Context: an optimization exercise on an open-source flow, tuned for small area, a short achievable clock period and few clock cycles. The choices shown serve that exercise and are no tape-out recipe.
In this exercise RTL edits were held to simulation tests only and were not proved equivalent to the original.
No activity file was given, so power comes from the tool's default toggle rates.

==> design/flow/design.v <==
module ysyx_23060025_add #(parameter W = 32, L = 5) (
	input  [W-1:0] a,
	input  [W-1:0] b,
	input          ci,
	output [W-1:0] s,
	output         co
);
	wire [W-1:0] p0 = a ^ b;
	wire [W-1:0] g  [0:L];
	wire [W-1:0] p  [0:L];
	assign g[0] = {a[W-1:1] & b[W-1:1], (a[0] & b[0]) | (p0[0] & ci)};
	assign p[0] = p0;
	genvar l, i;
	generate
		for (l = 0; l < L; l = l + 1) begin : g_lvl
			for (i = 0; i < W; i = i + 1) begin : g_bit
				if ((i >> l) & 1) begin : g_comb
					localparam integer J = ((i >> l) << l) - 1;
					assign g[l+1][i] = g[l][i] | (p[l][i] & g[l][J]);
					assign p[l+1][i] = p[l][i] & p[l][J];
				end else begin : g_pass
					assign g[l+1][i] = g[l][i];
					assign p[l+1][i] = p[l][i];
				end
			end
		end
	endgenerate
	assign s  = p0 ^ {g[L][W-2:0], ci};
	assign co = g[L][W-1];
endmodule
module ysyx_23060025 (
	input				clock,
	input				reset,
	input				io_interrupt,
	input				io_master_awready,
	output				io_master_awvalid,
	output		[31:0]	io_master_awaddr,
	output		[3:0]	io_master_awid,
	output		[7:0]	io_master_awlen,
	output		[2:0]	io_master_awsize,
	output		[1:0]	io_master_awburst,
	input				io_master_wready,
	output				io_master_wvalid,
	output		[31:0]	io_master_wdata,
	output		[3:0]	io_master_wstrb,
	output				io_master_wlast,
	output				io_master_bready,
	input				io_master_bvalid,
	input		[1:0]	io_master_bresp,
	input		[3:0]	io_master_bid,
	input				io_master_arready,
	output				io_master_arvalid,
	output		[31:0]	io_master_araddr,
	output		[3:0]	io_master_arid,
	output		[7:0]	io_master_arlen,
	output		[2:0]	io_master_arsize,
	output		[1:0]	io_master_arburst,
	output				io_master_rready,
	input				io_master_rvalid,
	input		[1:0]	io_master_rresp,
	input		[31:0]	io_master_rdata,
	input				io_master_rlast,
	input		[3:0]	io_master_rid,
	output				io_slave_awready,
	input				io_slave_awvalid,
	input		[31:0]	io_slave_awaddr,
	input		[3:0]	io_slave_awid,
	input		[7:0]	io_slave_awlen,
	input		[2:0]	io_slave_awsize,
	input		[1:0]	io_slave_awburst,
	output				io_slave_wready,
	input				io_slave_wvalid,
	input		[31:0]	io_slave_wdata,
	input		[3:0]	io_slave_wstrb,
	input				io_slave_wlast,
	input				io_slave_bready,
	output				io_slave_bvalid,
	output		[1:0]	io_slave_bresp,
	output		[3:0]	io_slave_bid,
	output				io_slave_arready,
	input				io_slave_arvalid,
	input		[31:0]	io_slave_araddr,
	input		[3:0]	io_slave_arid,
	input		[7:0]	io_slave_arlen,
	input		[2:0]	io_slave_arsize,
	input		[1:0]	io_slave_arburst,
	input				io_slave_rready,
	output				io_slave_rvalid,
	output		[1:0]	io_slave_rresp,
	output		[31:0]	io_slave_rdata,
	output				io_slave_rlast,
	output		[3:0]	io_slave_rid
);
	assign io_slave_awready = 1'b0;
	assign io_slave_wready  = 1'b0;
	assign io_slave_bvalid  = 1'b0;
	assign io_slave_bresp   = 2'b0;
	assign io_slave_bid     = 4'b0;
	assign io_slave_arready = 1'b0;
	assign io_slave_rvalid  = 1'b0;
	assign io_slave_rresp   = 2'b0;
	assign io_slave_rdata   = 32'b0;
	assign io_slave_rlast   = 1'b0;
	assign io_slave_rid     = 4'b0;
	reg  [29:0] pc_f;		 
	reg  [31:0] ir_d;
	reg  [29:0] pc_d;
	reg  [29:0] alt_d;
	reg         pred_d;
	reg         d_v;
	reg  [29:0] alt;		 
	reg  [31:0] ir;
	reg         ir_v;
	reg         pred;		 
	reg  [1:0]  xs;			 
	reg  [3:0]  ld_off;		 
	reg  [27:0] dtag;
	reg  [3:0]  dvw;
	reg  [31:0] dline [0:3];
	reg  [1:0]  dpos;		 
	reg         dfill;		 
	reg         sw_pend;		 
	reg         pf;			 
	reg         sw_full;		 
	reg  [63:0] mtime;
	reg  [31:0] rf [1:15];
	reg  [31:0] mtvec, mepc, mcause;
	localparam R_IDLE = 2'd0, R_FILL = 2'd1, R_LOAD = 2'd2;
	reg  [1:0]  rs;
	reg         arv;
	reg  [31:0] maddr;		 
	reg  [3:0]  arl;
	reg  [3:0]  fpos;		 
	reg         awv, wv;
	reg  [31:0] wd;
	reg  [3:0]  wst;
	reg  [31:0] ic_data [0:15];
	reg  [25:0] ic_tag  [0:1];
	reg  [7:0]  ic_wv   [0:1];
	assign io_master_arvalid = arv;
	assign io_master_araddr  = maddr;
	assign io_master_arid    = 4'd0;
	assign io_master_arlen   = {4'd0, arl};
	assign io_master_arsize  = 3'b010;
	assign io_master_arburst = 2'b01;
	assign io_master_rready  = 1'b1;
	assign io_master_awvalid = awv;
	assign io_master_awaddr  = {maddr[31:2], 2'b00};
	assign io_master_awid    = 4'd1;
	assign io_master_awlen   = 8'd0;
	assign io_master_awsize  = 3'b010;
	assign io_master_awburst = 2'b01;
	assign io_master_wvalid  = wv;
	assign io_master_wdata   = wd;
	assign io_master_wstrb   = wst;
	assign io_master_wlast   = 1'b1;
	assign io_master_bready  = 1'b1;
	wire        f_idx  = pc_f[3];
	wire [2:0]  f_word = pc_f[2:0];
	wire        f_tag_ok = (ic_tag[f_idx] == pc_f[29:4]);
	wire        f_hit  = f_tag_ok & ic_wv[f_idx][f_word];
	wire [26:0] n_line;
	ysyx_23060025_add #(27) u_nline (.a(pc_f[29:3]), .b(27'd0), .ci(1'b1), .s(n_line), .co());
	wire        n_idx  = n_line[0];
	wire [25:0] n_k    = ic_tag[n_idx];
	wire [25:0] n_t    = pc_f[29:4] ^ n_k;
	wire [25:0] n_lc   = {pc_f[28:4] & ~n_k[24:0], pc_f[3]};
	wire        n_tag_ok = ~|(n_t ^ n_lc);
	wire        n_ext  = ~(n_tag_ok & (&ic_wv[n_idx]));
	wire        f_avail = f_hit;
	wire [31:0] f_inst = ic_data[pc_f[3:0]];
	wire [4:0] opc = ir[6:2];
	wire [2:0] f3  = ir[14:12];
	wire is_lui   = (opc == 5'b01101);
	wire is_auipc = (opc == 5'b00101);
	wire is_jal   = (opc == 5'b11011);
	wire is_jalr  = (opc == 5'b11001);
	wire is_br    = (opc == 5'b11000);
	wire is_ld    = (opc == 5'b00000);
	wire is_st    = (opc == 5'b01000);
	wire is_opi   = (opc == 5'b00100);
	wire is_op    = (opc == 5'b01100);
	wire is_sys   = (opc == 5'b11100);
	wire is_csr   = is_sys & (f3 == 3'b001 | f3 == 3'b010);
	wire is_ecall = is_sys & (f3 == 3'b000) & ~ir[29] & ~ir[20];
	wire is_mret  = is_sys & (f3 == 3'b000) & ir[29];
	wire is_ctrl  = is_jalr | (is_jal & ~pred) | is_br | is_ecall | is_mret;
	wire [3:0] ra1 = ir[18:15];
	wire [3:0] ra2 = ir[23:20];
	wire [3:0] rd  = ir[10:7];
	reg  [31:0] rv1;		 
	reg  [31:0] opb_r;		 
	reg         sub_r;
	wire [31:0] imm_i = {{20{ir[31]}}, ir[31:20]};
	wire [31:0] imm_s = {{20{ir[31]}}, ir[31:25], ir[11:7]};
	wire [31:0] imm_b = {{20{ir[31]}}, ir[7], ir[30:25], ir[11:8], 1'b0};
	wire [31:0] imm_u = {ir[31:12], 12'd0};
	wire [31:0] imm_j = {{12{ir[31]}}, ir[19:12], ir[20], ir[30:21], 1'b0};
	wire [31:0] opb = opb_r ^ {32{sub_r}};
	wire [32:0] sum33;
	wire [31:0] add_b = is_st ? imm_s : opb_r;
	ysyx_23060025_add #(32) u_alu_add (.a(rv1), .b(add_b), .ci(sub_r), .s(sum33[31:0]), .co(sum33[32]));
	wire [31:0] sum = sum33[31:0];
	wire ltu = ~sum33[32];
	wire lts = (rv1[31] == opb[31]) ? sum[31] : rv1[31];
	wire eq  = (rv1 == opb);
	wire br_cond = f3[2] ? (f3[1] ? ltu : lts) : eq;
	wire br_taken = br_cond ^ f3[0];
	wire [4:0]  shamt = opb_r[4:0];
	wire        sh_left = (f3 == 3'b001);
	wire [31:0] sh_in;
	genvar gi;
	generate for (gi = 0; gi < 32; gi = gi + 1) begin : g_rev
		assign sh_in[gi] = sh_left ? rv1[31-gi] : rv1[gi];
	end endgenerate
	wire        sh_fill = ir[30] & rv1[31] & ~sh_left;
	wire [31:0] sh_out = $signed({sh_fill, sh_in}) >>> shamt;
	wire [31:0] sh_res;
	generate for (gi = 0; gi < 32; gi = gi + 1) begin : g_rev2
		assign sh_res[gi] = sh_left ? sh_out[31-gi] : sh_out[gi];
	end endgenerate
	reg [31:0] alu_res;
	always @(*) begin
		case (f3)
			3'b000: alu_res = sum;
			3'b001: alu_res = sh_res;
			3'b010: alu_res = {31'd0, lts};
			3'b011: alu_res = {31'd0, ltu};
			3'b100: alu_res = rv1 ^ opb;
			3'b101: alu_res = sh_res;
			3'b110: alu_res = rv1 | opb;
			default: alu_res = rv1 & opb;
		endcase
	end
	wire [11:0] csr_a = ir[31:20];
	reg  [31:0] csr_old;
	always @(*) begin
		case (csr_a)
			12'h300: csr_old = 32'h0000_1800;
			12'h305: csr_old = mtvec;
			12'h341: csr_old = mepc;
			12'h342: csr_old = mcause;
			12'hF11: csr_old = 32'h7973_7978;
			12'hF12: csr_old = 32'd23060025;
			default: csr_old = 32'd0;
		endcase
	end
	wire [31:0] csr_new = f3[1] ? (csr_old | rv1) : rv1;
	wire        ld_clint = (sum[31:16] == 16'h0200);
	wire        ld_cable = (sum[31:29] == 3'b100);
	wire [4:0]  lo4 = {1'b0, rv1[3:0]} + {1'b0, opb_r[3:0]};
	wire [27:0] hx  = rv1[31:4] ^ opb_r[31:4];
	wire [27:0] hc  = {(rv1[30:4] & opb_r[30:4]) | (hx[26:0] & ~dtag[26:0]), lo4[4]};
	wire        d_tag_ok = ~|(hx ^ dtag ^ hc);
	wire        d_hit    = d_tag_ok & dvw[lo4[3:2]];
	wire        bus_idle = (rs == R_IDLE);
	wire        ld_x0    = ir_v & is_ld & (xs == 2'd0) & ~sw_pend;
	wire        ld_issue = ld_x0 & bus_idle & ~wv & ~d_hit & ~ld_clint;
	wire        ld_data_v = (rs == R_LOAD) & io_master_rvalid;
	wire [31:0] ld_word = (xs == 2'd0) ? dline[lo4[3:2]] :
	                      (xs == 2'd3) ? (ld_off[2] ? mtime[63:32] : mtime[31:0]) : io_master_rdata;
	wire [1:0]  ld_b    = (xs == 2'd0) ? lo4[1:0] : ld_off[1:0];
	wire [31:0] ld_sh   = ld_word >> {ld_b, 3'b000};
	wire [31:0] ld_val  = f3[1] ? ld_sh :
	                      f3[0] ? {{16{~f3[2] & ld_sh[15]}}, ld_sh[15:0]} :
	                              {{24{~f3[2] & ld_sh[7]}}, ld_sh[7:0]};
	wire        ld_done = (xs == 2'd3) | (ld_x0 & d_hit) | ((xs == 2'd2) & ld_data_v);
	wire        st_ok = ~awv & ~wv & ~arv;
	wire [3:0]  st_mask = f3[1] ? 4'b1111 : f3[0] ? (sum[1] ? 4'b1100 : 4'b0011) :
	                      (4'b0001 << sum[1:0]);
	wire [31:0] st_data = f3[1] ? opb_r : f3[0] ? {2{opb_r[15:0]}} : {4{opb_r[7:0]}};
	wire st_go = ir_v & is_st & st_ok;
	wire x_done = ir_v & (is_ld ? ld_done : is_st ? st_ok : 1'b1);
	wire redirect = ir_v & (is_jalr | (is_jal & ~pred) | (is_br & (br_taken ^ pred)) | is_ecall | is_mret);
	wire [31:0] target = (is_jalr | is_jal) ? sum : is_ecall ? mtvec : is_mret ? mepc :
	                     {alt, 2'b00};
	wire wr_x  = ir_v & (is_lui | is_auipc | is_jal | is_jalr | is_opi | is_op | is_csr) & (rd != 4'd0);
	wire wr_rd = wr_x | (ir_v & is_ld & ld_done & (rd != 4'd0));
	wire [31:0] rd_x   = (is_lui | is_auipc) ? sum :
	                     (is_jal | is_jalr) ? {alt, 2'b00} :
	                     is_csr ? csr_old : alu_res;
	wire [31:0] rd_val = is_ld ? ld_val : rd_x;
	integer k;
	always @(posedge clock) begin
		if (wr_rd) rf[rd] <= rd_val;
	end
	always @(posedge clock) begin
		if (ir_v & is_csr & (csr_a == 12'h305)) mtvec <= csr_new;
		if (ir_v & is_ecall) mepc <= {alt, 2'b00};
		else if (ir_v & is_csr & (csr_a == 12'h341)) mepc <= csr_new;
		if (ir_v & is_ecall) mcause <= 32'd11;
		else if (ir_v & is_csr & (csr_a == 12'h342)) mcause <= csr_new;
	end
	wire [63:0] mtime_inc;
	ysyx_23060025_add #(64, 6) u_mtime (.a(mtime), .b(64'd0), .ci(1'b1), .s(mtime_inc), .co());
	always @(posedge clock) begin
		if (reset) mtime <= 64'd0;
		else mtime <= mtime_inc;
	end
	wire        f_is_br  = (f_inst[6:2] == 5'b11000);
	wire        f_sgn    = f_inst[31];
	wire        f_pred   = f_is_br & f_sgn;
	wire [10:0] f_off    = {f_sgn, f_inst[7], f_inst[30:25], f_inst[11:9]};
	wire [29:0] f_tinc;
	ysyx_23060025_add #(30) u_finc (.a(pc_f), .b(30'd0), .ci(1'b1), .s(f_tinc), .co());
	wire [10:0] f_lo;
	wire        f_lo_c;
	ysyx_23060025_add #(11, 4) u_flo (.a(pc_f[10:0]), .b(f_off), .ci(1'b0), .s(f_lo), .co(f_lo_c));
	wire [18:0] f_upp, f_upm;
	ysyx_23060025_add #(19) u_fupp (.a(pc_f[29:11]), .b(19'd0), .ci(1'b1), .s(f_upp), .co());
	ysyx_23060025_add #(19) u_fupm (.a(pc_f[29:11]), .b({19{1'b1}}), .ci(1'b0), .s(f_upm), .co());
	wire [18:0] f_up     = (f_lo_c == f_sgn) ? pc_f[29:11] : f_lo_c ? f_upp : f_upm;
	wire [29:0] f_toff   = {f_up, f_lo};
	wire [29:0] f_next   = f_pred ? f_toff : f_tinc;
	wire [3:0]  da1 = ir_d[18:15];
	wire [3:0]  da2 = ir_d[23:20];
	wire [31:0] drv1 = (da1 == 4'd0) ? 32'd0 : rf[da1];
	wire [31:0] drv2 = (da2 == 4'd0) ? 32'd0 : rf[da2];
	wire        fwd1 = wr_x & (rd == da1);
	wire        fwd2 = wr_x & (rd == da2);
	wire [31:0] dr1 = fwd1 ? rd_x : drv1;
	wire [31:0] dr2 = fwd2 ? rd_x : drv2;
	wire [2:0]  df3     = ir_d[14:12];
	wire        d_lui   = (ir_d[6:2] == 5'b01101);
	wire        d_auipc = (ir_d[6:2] == 5'b00101);
	wire        d_jal   = (ir_d[6:2] == 5'b11011);
	wire        d_jalr  = (ir_d[6:2] == 5'b11001);
	wire        d_sys   = (ir_d[6:2] == 5'b11100);
	wire        d_op    = (ir_d[6:2] == 5'b01100);
	wire        d_opi   = (ir_d[6:2] == 5'b00100);
	wire        d_st    = (ir_d[6:2] == 5'b01000);
	wire        d_br    = (ir_d[6:2] == 5'b11000);
	wire [31:0] d_imm   = (d_lui | d_auipc) ? {ir_d[31:12], 12'd0} :
	                      d_jal ? {{12{ir_d[31]}}, ir_d[19:12], ir_d[20], ir_d[30:21], 1'b0} :
	                      d_st ? {{20{ir_d[31]}}, ir_d[31:25], ir_d[11:7]} :
	                             {{20{ir_d[31]}}, ir_d[31:20]};
	wire        d_sub   = d_br | ((d_op | d_opi) & (df3 == 3'b010 | df3 == 3'b011)) |
	                      (d_op & (df3 == 3'b000) & ir_d[30]);
	wire ld_hazard = ir_v & is_ld & (rd != 4'd0) & ((rd == da1) | (rd == da2));
	wire d_adv  = d_v & (~ir_v | x_done) & ~ld_hazard;
	wire take   = f_avail & (~d_v | d_adv);
	wire fill_start = bus_idle & ~awv & ~f_hit & ~(ir_v & (is_ctrl | is_ld | is_st)) &
	                  ~(d_v & (d_jal | d_jalr | d_sys));
	always @(posedge clock) begin
		if (reset) begin
			pc_f <= 30'h0C00_0000;
			d_v  <= 1'b0;
			ir_v <= 1'b0;
		end else if (redirect) begin
			pc_f <= target[31:2];
			d_v  <= 1'b0;
			ir_v <= 1'b0;
		end else begin
			if (take) pc_f <= f_next;
			d_v  <= take | (d_v & ~d_adv);
			ir_v <= d_adv | (ir_v & ~x_done);
		end
	end
	always @(posedge clock) begin
		if (take) begin
			ir_d   <= f_inst;
			pc_d   <= pc_f;
			pred_d <= f_pred;
			alt_d  <= (f_is_br & ~f_pred) ? f_toff : f_tinc;
		end
	end
	always @(posedge clock) begin
		if (d_adv) begin
			ir    <= ir_d;
			alt   <= alt_d;
			pred  <= pred_d;
			rv1   <= d_lui ? 32'd0 : (d_auipc | d_jal) ? {pc_d, 2'b00} : dr1;
			opb_r <= ((d_op | d_br | d_st) ? dr2 : d_imm) ^ {32{d_sub}};
			sub_r <= d_sub;
		end
	end
	always @(posedge clock) begin
		if (reset) xs <= 2'd0;
		else if (ld_x0 & ld_clint) xs <= 2'd3;
		else if (ld_issue) xs <= 2'd2;
		else if (ld_done) xs <= 2'd0;
	end
	always @(posedge clock) begin
		if (xs == 2'd0) ld_off <= sum[3:0];
	end
	wire [27:0] dtag_n;
	ysyx_23060025_add #(28) u_dtagn (.a(dtag), .b(28'd0), .ci(1'b1), .s(dtag_n), .co());
	wire        pf_issue = pf & bus_idle & ~awv & ~wv & ~(ir_v & (is_ld | is_st)) & ~fill_start &
	                       ~sw_pend & (dtag_n[27:25] == 3'b100);
	always @(posedge clock) begin
		if (reset) pf <= 1'b0;
		else if (ld_x0 & d_hit & (lo4[3:2] == 2'd3)) pf <= 1'b1;
		else if (pf_issue | st_go | ld_issue) pf <= 1'b0;
	end
	always @(posedge clock) begin
		if (reset | st_go) dfill <= 1'b0;
		else if (ld_issue) dfill <= ld_cable;
		else if (pf_issue) dfill <= 1'b1;
	end
	always @(posedge clock) begin
		if (reset) sw_pend <= 1'b0;
		else sw_pend <= st_go;
		if (st_go) sw_full <= f3[1];
	end
	wire        sw_tag_ok = (dtag == maddr[31:4]);
	wire        sw_cable  = (maddr[31:29] == 3'b100);
	wire [1:0]  sw_w      = maddr[3:2];
	wire        sw_alloc  = sw_pend & sw_full & sw_cable & ~sw_tag_ok;
	wire        sw_wr     = sw_pend & sw_full & sw_cable;
	always @(posedge clock) begin
		if (reset) begin
			dvw <= 4'd0;
		end else if (sw_pend) begin
			if (sw_tag_ok) dvw[sw_w] <= sw_full & sw_cable;
			else if (sw_alloc) dvw <= 4'b0001 << sw_w;
		end else if ((ld_x0 & bus_idle & ~wv & ~d_tag_ok) | pf_issue) begin
			dvw <= 4'd0;
		end else if (ld_data_v & dfill) begin
			dvw[dpos] <= 1'b1;
		end
	end
	always @(posedge clock) begin
		if (ld_x0 & bus_idle & ~wv & ~d_tag_ok) dtag <= sum[31:4];
		else if (sw_alloc) dtag <= maddr[31:4];
		else if (pf_issue) dtag <= dtag_n;
		if (pf_issue) begin
			dpos <= 2'd0;
		end else if (ld_x0 & bus_idle) begin
			dpos <= sum[3:2];
		end else if (ld_data_v) begin
			dpos <= dpos + 2'd1;
		end
		if (sw_wr) dline[sw_w] <= wd;
		else if (ld_data_v & dfill) dline[dpos] <= io_master_rdata;
	end
	always @(posedge clock) begin
		if (reset) begin
			rs  <= R_IDLE;
			arv <= 1'b0;
		end else begin
			if (arv & io_master_arready) arv <= 1'b0;
			case (rs)
				R_IDLE: begin
					if (ld_issue) begin
						arv <= 1'b1;
						rs  <= R_LOAD;
					end else if (fill_start) begin
						arv <= 1'b1;
						rs  <= R_FILL;
					end else if (pf_issue) begin
						arv <= 1'b1;
						rs  <= R_LOAD;
					end
				end
				default: begin
					if (io_master_rvalid & io_master_rlast) rs <= R_IDLE;
				end
			endcase
		end
	end
	always @(posedge clock) begin
		if (st_go) begin
			maddr <= sum;
		end else if (bus_idle & ~awv) begin
			if (ir_v & is_ld) begin
				maddr <= sum;
				arl <= ld_cable ? {2'b0, ~sum[3:2]} : 4'd0;
			end else begin
				if (pf_issue) begin
					maddr <= {dtag_n, 4'd0};
					arl <= 4'd3;
				end else begin
					maddr <= {pc_f, 2'b00};
					arl <= {n_ext, ~pc_f[2:0]};
				end
				fpos <= pc_f[3:0];
			end
		end
		if (~bus_idle & (rs == R_FILL) & io_master_rvalid) begin
			fpos <= fpos + 4'd1;
		end
	end
	always @(posedge clock) begin
		if ((rs == R_FILL) & io_master_rvalid) ic_data[fpos] <= io_master_rdata;
	end
	always @(posedge clock) begin
		if (bus_idle & fill_start & ~f_tag_ok) ic_tag[f_idx] <= pc_f[29:4];
		if (bus_idle & fill_start & n_ext & ~n_tag_ok) ic_tag[n_idx] <= n_line[26:1];
	end
	always @(posedge clock) begin
		if (reset) begin
			for (k = 0; k < 2; k = k + 1) ic_wv[k] <= 8'd0;
		end else if ((rs == R_FILL) & io_master_rvalid) begin
			ic_wv[fpos[3]][fpos[2:0]] <= 1'b1;
		end else if (bus_idle & fill_start) begin
			if (~f_tag_ok) ic_wv[f_idx] <= 8'd0;
			if (n_ext & ~n_tag_ok) ic_wv[n_idx] <= 8'd0;
		end
	end
	always @(posedge clock) begin
		if (reset) begin
			awv <= 1'b0;
			wv  <= 1'b0;
		end else if (st_go) begin
			awv <= 1'b1;
			wv  <= 1'b1;
		end else begin
			if (io_master_awready) awv <= 1'b0;
			if (io_master_wready)  wv  <= 1'b0;
		end
	end
	always @(posedge clock) begin
		if (st_go) begin
			wd  <= st_data;
			wst <= st_mask;
		end
	end
endmodule
==> design/flow/flow/run.sh <==
#!/bin/bash
# The standard ORFS layout, with two changes to how it is made (the clock, constraints
# and all steps stay the same):
#  - timing repair aims for more setup slack than the 12 ns clock needs;
#  - the buffer that every input and output port gets is a buf_4 instead of the default
#    clkdlybuf4s50_1, which is slower and larger.
set -euo pipefail
bash standard.sh SETUP_SLACK_MARGIN=8 TNS_END_PERCENT=20 \
  "BUFFER_PORTS_ARGS=-buffer_cell sky130_fd_sc_hd__buf_4" finish > standard_flow.log 2>&1
==> design/flow/standard.sh <==
#!/bin/bash
# synth_recipe.tcl (not shown) runs the flow's synth.tcl, then flattens the netlist and writes it again
# the make line also repeats each setting of config.mk as NAME=value (left out here)
make -C /OpenROAD-flow-scripts/flow DESIGN_CONFIG=/design/flow/config.mk WORK_HOME=/design/flow/orfs CLKGATE_MAP_FILE= SYNTH_SCRIPT=/design/flow/synth_recipe.tcl "${@:-finish}"
==> design/flow/config.mk <==
export PLATFORM = sky130hd
export DESIGN_NAME = ysyx_23060025
export DESIGN_NICKNAME = ysyx_23060025
export VERILOG_FILES = /design/flow/design.v
export SDC_FILE = /design/flow/constraint.sdc
export NUM_CORES = 4
export LEC_CHECK = 0
export ABC_CLOCK_PERIOD_IN_PS = 4000
export CAP_MARGIN = 20
export CORE_MARGIN = 2
export CORE_UTILIZATION = 55
export PLACE_DENSITY = 0.65
export SLEW_MARGIN = 20
==> design/flow/constraint.sdc <==
create_clock -name core_clock -period 12.0 [get_ports {clock}]
set_input_delay 2.4000 -clock core_clock [delete_from_list [all_inputs] [get_ports {clock}]]
set_output_delay 2.4000 -clock core_clock [all_outputs]
set_load 0.01 [all_outputs]
==> flow_summary.yaml <==
sta:
  period_share_pct: 42.6
  finalSetupTns_ps: 0
  rsz0062_at_grt: "true"
  setup_viol: 0
  max_freq_mhz: 196
  fin_skew_ps: 69.2
  finalHoldViolCount: 0
  slew_headroom_pct: 13.6
  maxSlewViolCount: 0
  layout_min_cycle_time_ps: 5110
  worst_slew_pin_slew_ps: 1300
status:
  outcome: "finished clean"
final_layout:
  mostFrequentLayoutCell: "edfxtp_1"
  multi_input_area_um2: 41100
  nets: 7733
  syn_to_final_growth_pct: 16.5
  mostFrequentLayoutCells: "edfxtp_1, nand2_1, buf_4, mux4_2, nor2_1"
  drive_gt1_share_pct: 24.9
  final_util_pct: 64.2
  register_area_um2: 49200
  nFillCells: 12300
drt:
  wl_um: 356000
  drc: 0
  vias: 67900
  drt_iter0_drc: 11000
  viasPerCell: 7.02
  wl_per_cell_um: 36.8
  drtAntennaViolNets: 0
  drt_first_pass_iters: 9
yosys:
  synth_top_family_by_area: "multiplexers"
  synthSimpleGateAreaFrac_pct: 8.49
  seq_area_frac_synth_pct: 54.2
  syn_inst: 7011
  synth_area_leaders: "edfxtp_1, mux4_2, dfxtp_1"
  synth_top_area_share_pct: 50.4
  synthMuxAreaShare_pct: 16.1
  synth_flop_cell: "edfxtp_1"
  synth_warnings: 8
  synth_area_um2: 90700
  synth_xor_area_share_pct: 3.28
  ys_ff_latch: 1696
  synth-adder-area-share_pct: 3.30
  synth_largest_area_cell: "edfxtp_1"
  synth-edff-count: 1522
  ys_async_sr_fraction_pct: 0
  synth-compound-area-share_pct: 10.5
  syn_avg_cell_area_um2: 12.9
  ys_types: 115
pwr:
  leakage_nw: 37.0
  power_frac_comb_pct: 1.9
  power_switching_w: 0.00258
  swShare_pct: 21.1
  seq_power_share_pct: 52.7
  clock_power_share_pct: 45.4
  internal-power_w: 0.00964
  power_density_nw_per_um2: 116
  ir_worst_vdd_mv: 0.175
critical_path:
  regToRegSetupSlack_ps: 6890
  start_kind: "flip-flop"
  cp.required_ps: 12590
  cp_max_fo: 6
  worst_setup_path_end_kind: "flip-flop"
  critPathArrivalTime_ps: 5700
  critPathKind: "flip-flop to flip-flop"
global_route:
  grt_pass1_vias: 62300
  antenna_found_initial: 25
  grt_max_degree: 98
  grt_pass1_wl_um: 487000
  grt_overflow: 0
  gr-usage-all-layers_pct: 41.3
placement:
  io_buffers: 143
  routabilityCongestion: 1.08
  dp_hpwl_um: 234000
clock_tree:
  clockBufferDepth: 3
  cts_num_sinks: 1696
  cts_made_buffers: 174
  cts_root_buf: "clkbuf_16"
  cts_tree: "yes"
  hold_buffers: 0
  clk_pin_slew_ps: 70
  insertion_delay_ps: 870
  cts.htree.levels: 4
floorplanning:
  die_x_um: 410
  start_util_pct: 55.1
  die_h_um: 410
  die-area_um2: 168000
  placementRows: 149
  num_io_pins: 383
  core_area_um2: 164000
min_path:
  hold_path_class: "flip-flop to flip-flop"
job:
  drv_cap: 0
[metrics by stage]
stage	instances	instance area [um^2]	total power [W]	hold slack [ps]	setup slack, ps
2_1_floorplan	7094	91300	0.00670	400	6930
3_3_place_gp	9093	94500	0.00678	404	4940
3_5_place_dp	9095	94500	0.00679	405	4800
4_1_cts	9570	104000	0.0122	417	7050
5_1_grt	9660	106000	0.0125	422	6850
6_report	9673	106000	0.0122	416	6890
[worst max-delay path, cell delays in order, from the launching register on]
cell and delay (ps):
edfxtp_1 420, nor4_2 280, buf_4 190, nand2_8 90
buf_12 170, buf_6 120, mux2_4 300, fa_2 430
a211oi_4 220, buf_6 160, buf_4 120, o21ai_4 50
a21o_1 210, buf_4 140, xnor2_2 440, o221ai_1 260
a211oi_4 460, nor2_1 150, a221oi_2 530, nor2_1 90
[synthesized netlist by cell type (23+ instances only)]
library cell,number
or3_1,33
buf_6,25
a21oi_1,434
xor2_1,125
mux4_2,463
mux2i_1,315
nand2_1,571
o31ai_1,31
o22ai_1,23
nand4_1,61
edfxtp_1,1522
buf_4,121
fa_1,38
o21a_1,27
and2_1,39
nor2_1,459
nand3_1,115
nand2b_1,39
ha_1,178
buf_2,44
inv_1,208
nor2b_1,36
a31oi_1,53
a22oi_1,48
xnor2_1,215
dfxtp_1,174
a222oi_1,26
mux2_2,84
o211ai_1,75
buf_1,70
o21ai_0,272
nor3_1,88
clkbuf_1,319
a211oi_1,120
a21o_1,68
a221oi_1,25
and3_1,49
nor4_1,62
[final timing paths]
| path | startpoint | endpoint | depth (start not counted) |
|---|---|---|---|
| worst max register to register | ir[3] | rv1[7] | 19 |
| worst min-delay path | alt_d[7] | alt[7] | 0 |
| worst max-delay path | ir[3] | rv1[7] | 19 |
| worst min register to register | alt_d[7] | alt[7] | 0 |
[repair_timing]
action                     4_1_cts  5_1_grt
gates cloned                    15       11
pin swaps                       96      103
setup endpoints to repair     1579     1554
gates resized for setup        346      214
setup buffers                  139       76
[metal layers]
layer  routed length, um  track usage, %  up-vias
li1                    -               -    27600
met1              131000            57.1    34100
met2              151000            58.6     5162
met3               46400            10.9     1048
met4               26500            25.3       14
met5                 184               0        -
[power by group through the flow]
stage | clock (W) | sequential (W) | combinational [W]
6_report | 0.00555 | 0.00644 | 0.000233
5_1_grt | 0.00580 | 0.00644 | 0.000248
4_1_cts | 0.00557 | 0.00644 | 0.000226
3_5_place_dp | 0 | 0.00656 | 0.000224
3_3_place_gp | 0 | 0.00656 | 0.000220
2_1_floorplan | 0 | 0.00656 | 0.000138
[cell type report]
cell class	instances	share of cell area (%)
inverter	214	0.784
multi-input combinational	4606	38.9
timing repair buffer	632	5.63
sequential	1696	46.6
antenna	15	0.0355
tap	2189	2.59
clock inverter	101	1.11
clock buffer	220	4.35
[registers in the layout, indices dropped and copies added (netlist names), 52 cells and up, named ones only]
register and count:
ic_tag 52, mtime 64, ic_data 480, rf 480, dline 128
[kinds of logic after synthesis]
logic type               Yosys count
flip-flops                      1696
AND/OR/NAND/NOR                 1647
AO/OA/AOI/OAI                   1445
adder cells (fa/ha/maj)          216
multiplexers                     866
other                              2
buffers and inverters            799
XOR/XNOR                         340
Testbench counts, summed over its fixed seeds: cycles 102,705.

==> static timing again, ports no longer ideal <==
In the flow no input, the clock included, has a driving cell. The finished layout below was timed again as built, in two steps.
Step 1, drivers: a clkbuf_16 drives clock and a buf_2 each remaining input, both assumed.
Step 2 moves the port delays by t, midway between the first and last clock arrival at a register: inputs arrive t later, outputs are due t later. That takes back most of the time a late clock gives input paths.
a / b / c = no drivers / after step 1 / after step 2; a / b = the first two.
t, ns: 0.917
setup WS [ns]: 6.886 / 6.886 / 6.881
cell pins on the clock port's net: 1
After both steps this run still meets setup and hold. The setup slack of this run moves by 0.000 ns with the drivers and by -0.005 ns with both steps.
